Background: an optimization exercise with open tools, aiming at small area. Do not read the settings as production practice. Power is estimated from default activity; no workload was simulated.

## run 1
// ro_puf_ctrl
module ro_puf_ctrl (
    input  wire         clock,
    input  wire         reset,
    input  wire         enable,
    input  wire         puf_request,
    input  wire [3:0]   select1,
    input  wire [3:0]   select2,
    input  wire [191:0] counter_outs,
    output wire         puf_out,
    output wire         done,
    output wire [255:0] crp,
    output wire [11:0]  oc,
    output wire [3:0]   sel1,
    output wire [3:0]   sel2,
    output wire [3:0]   rng1,
    output wire [3:0]   rng2,
    output wire         ro_enable,
    output wire         ro_reset,
    output wire         cnt_enable,
    output wire         cnt_reset
);
For scale: ~2800 cells after synthesis, about 550 flip-flops.
clock: 12.0 ns
lec_check: 0
cap_margin: 20
core_margin: 2
core_utilization: 40
slew_margin: 20
standard.sh (not shown) runs the stock make flow with config.mk's settings and CLKGATE_MAP_FILE= SYNTH_SCRIPT=/design/flow/synth_recipe.tcl, a recipe that flattens the netlist after the stock synthesis.
==> flow/flow/run.sh <==
#!/bin/bash
# Standard layout, with the port buffers made of buf_1 cells.
set -o pipefail
export BUFFER_PORTS_ARGS="-buffer_cell sky130_fd_sc_hd__buf_1"
bash standard.sh > standard.log 2>&1
Every stage of the flow completed for run 1, and the final layout passed the timing, design-rule and antenna checks.
#### Input delta (run 2 over run 1)
- a change of CORE_UTILIZATION from 40 to 60
==> flow/flow/run.sh <==
#!/bin/bash
# Standard layout (the standard.sh), with two changes:
#  - port buffers are buf_1 cells;
#  - the clock tree uses small clock buffers and no dummy loads.
set -o pipefail
export BUFFER_PORTS_ARGS="-buffer_cell sky130_fd_sc_hd__buf_1"
export CTS_ARGS="-sink_clustering_enable -repair_clock_nets -dont_use_dummy_load -buf_list sky130_fd_sc_hd__clkbuf_8 -sink_clustering_size 14 -sink_clustering_max_diameter 40"
bash standard.sh > standard.log 2>&1
--- outcome ---
Re total internal power: run 2 is about 17% down on run 1. Run 2 does worse than run 1 on tightest slew margin relative to the limit. Measured against run 1, the maximum frequency from static timing analysis of run 2 comes out at 0.944 times the reference value. Re global-route usage: run 2 is 12 points up on run 1. Going from run 1 to run 2, total power after layout now sits lower, count of flip-flops with a built-in enable after synthesis now sits at about the same level, sequential cell area share now sits higher.
Setup changes, run 2 to run 3
==> flow/flow/run.sh <==
#!/bin/bash
# Standard layout (the standard.sh), with two changes:
#  - port buffers are buf_1 cells;
#  - the clock tree uses small clock buffers and no dummy loads.
set -o pipefail
export BUFFER_PORTS_ARGS="-buffer_cell sky130_fd_sc_hd__buf_1"
export CTS_ARGS="-sink_clustering_enable -repair_clock_nets -dont_use_dummy_load -buf_list sky130_fd_sc_hd__clkbuf_4 -sink_clustering_size 8 -sink_clustering_max_diameter 30"
bash standard.sh > standard.log 2>&1
Results
Diff run 2 and run 3: proportion of total power due to net switching lower in run 2. Comparing run 2 and run 3, the lower wire length reported by the detailed router was measured on run 3. ~same fmax in run 2 and run 3. Global-route met3 utilization for run 3: 0.91 points up relative to run 2. The via count of the first global-routing pass reported for run 3 is greater than that of run 2 by 227. Between run 2 and run 3, the difference in fraction of met2 tracks used by global routing is negligible.
Function was not checked in any run of this note: the RTL went through the layout flow alone.

---

the previous run:
ro_puf_ctrl, a different RTL version from the one above (not shown whole).
Size: about 550 flip-flops, roughly 490 I/O pins, about 24000 µm² of cells after synthesis.
==> flow/config.mk <==
export PLATFORM = sky130hd
export DESIGN_NAME = ro_puf_ctrl
export DESIGN_NICKNAME = ro_puf_ctrl
export VERILOG_FILES = /design/flow/design.v
export SDC_FILE = /design/flow/constraint.sdc
export NUM_CORES = 4
export LEC_CHECK = 0
export CAP_MARGIN = 20
export CORE_MARGIN = 2
export CORE_UTILIZATION = 72
export SLEW_MARGIN = 20
==> flow/constraint.sdc <==
create_clock -name core_clock -period 12.0 [get_ports {clock}]
set_input_delay 2.4000 -clock core_clock [delete_from_list [all_inputs] [get_ports {clock}]]
set_output_delay 2.4000 -clock core_clock [all_outputs]
set_load 0.01 [all_outputs]
==> flow/flow/run.sh <==
#!/bin/bash
# Standard layout (the standard.sh), with these changes:
#  - port buffers are buf_1 cells;
#  - the clock tree uses small clock buffers and no dummy loads.
set -o pipefail
export BUFFER_PORTS_ARGS="-buffer_cell sky130_fd_sc_hd__buf_1"
export CTS_ARGS="-sink_clustering_enable -repair_clock_nets -dont_use_dummy_load -buf_list sky130_fd_sc_hd__clkbuf_4 -sink_clustering_size 9 -sink_clustering_max_diameter 60"
bash standard.sh > standard.log 2>&1
The inputs of the current run differ from those of the previous run as listed below.
==> flow/flow/run.sh <==
#!/bin/bash
# Standard layout (the standard.sh), with these changes:
#  - port buffers are buf_1 cells;
#  - the clock tree uses small clock buffers and no dummy loads;
#  - after global routing, gates off the critical paths are downsized.
set -o pipefail
export BUFFER_PORTS_ARGS="-buffer_cell sky130_fd_sc_hd__buf_1"
export CTS_ARGS="-sink_clustering_enable -repair_clock_nets -dont_use_dummy_load -buf_list sky130_fd_sc_hd__clkbuf_4 -sink_clustering_size 9 -sink_clustering_max_diameter 60"
export RECOVER_POWER=100
bash standard.sh > standard.log 2>&1
-- flow/config.mk --
<<< the previous run, line 9
export CORE_MARGIN = 2
export CORE_UTILIZATION = 72
export SLEW_MARGIN = 20
>>> the current run, line 9
export CORE_MARGIN = 2
export CORE_UTILIZATION = 60
export SLEW_MARGIN = 20
The layout from the current run, despite a flow that completed every stage, fails the layout checks, with the failing checks listed as capacitance limit, slew limit.
Changes observed in the current run relative to the previous run: met2 demand-to-capacity share in global routing now sits lower; number of clock buffers in the layout +1.4%; total vias in the final route fell by about 1.6%; share of the cycle needed by the critical path after routing increased by 10 points relative to the old numbers; total number of clock tree sinks flat.
Higher worst slew margin relative to its limit was reported by the previous run, not the current run.
The current run against the previous run: CTS buffer count increased 1.4%, utilization decreased 12 points, total stage count of the critical path increased 1.
Function was not checked in any run of this note: the RTL went through the layout flow alone.

## re-timing with driven ports
The flow's constraints put no driver on any port. The routed layouts listed below were extracted and timed again, unchanged, in two steps. Step 1 assumes that a clkbuf_16 drives the clock port and a buf_2 every other input. Step 2 also shifts input and output timing later by t, the mid clock arrival at the registers, as if the neighbouring blocks saw the same clock. a / b / c = no drivers / after step 1 / after step 2; a / b = the first two.
run | t, ns | slack for setup (ns) | hold slack, ns | cell pins on the clock port's net
run 1 | 0.657 | 3.979 / 3.955 / 3.955 | 0.461 / 0.461 / 0.461 | 1
run 2 | 0.685 | 3.502 / 3.476 / 3.476 | 0.466 / 0.466 / 0.466 | 1
run 3 | 0.857 | 3.488 / 3.464 / 3.464 | 0.441 / 0.441 / 0.441 | 1
the previous run | 0.746 | 3.028 / 2.975 / 2.975 | 0.459 / 0.459 / 0.459 | 1
the current run | 0.795 | 1.783 / 1.750 / 1.529 | 0.458 / 0.458 / 0.458 | 1
The setup slack of the current run, which loses most, moves by -0.033 ns with the drivers and by -0.254 ns with both steps.
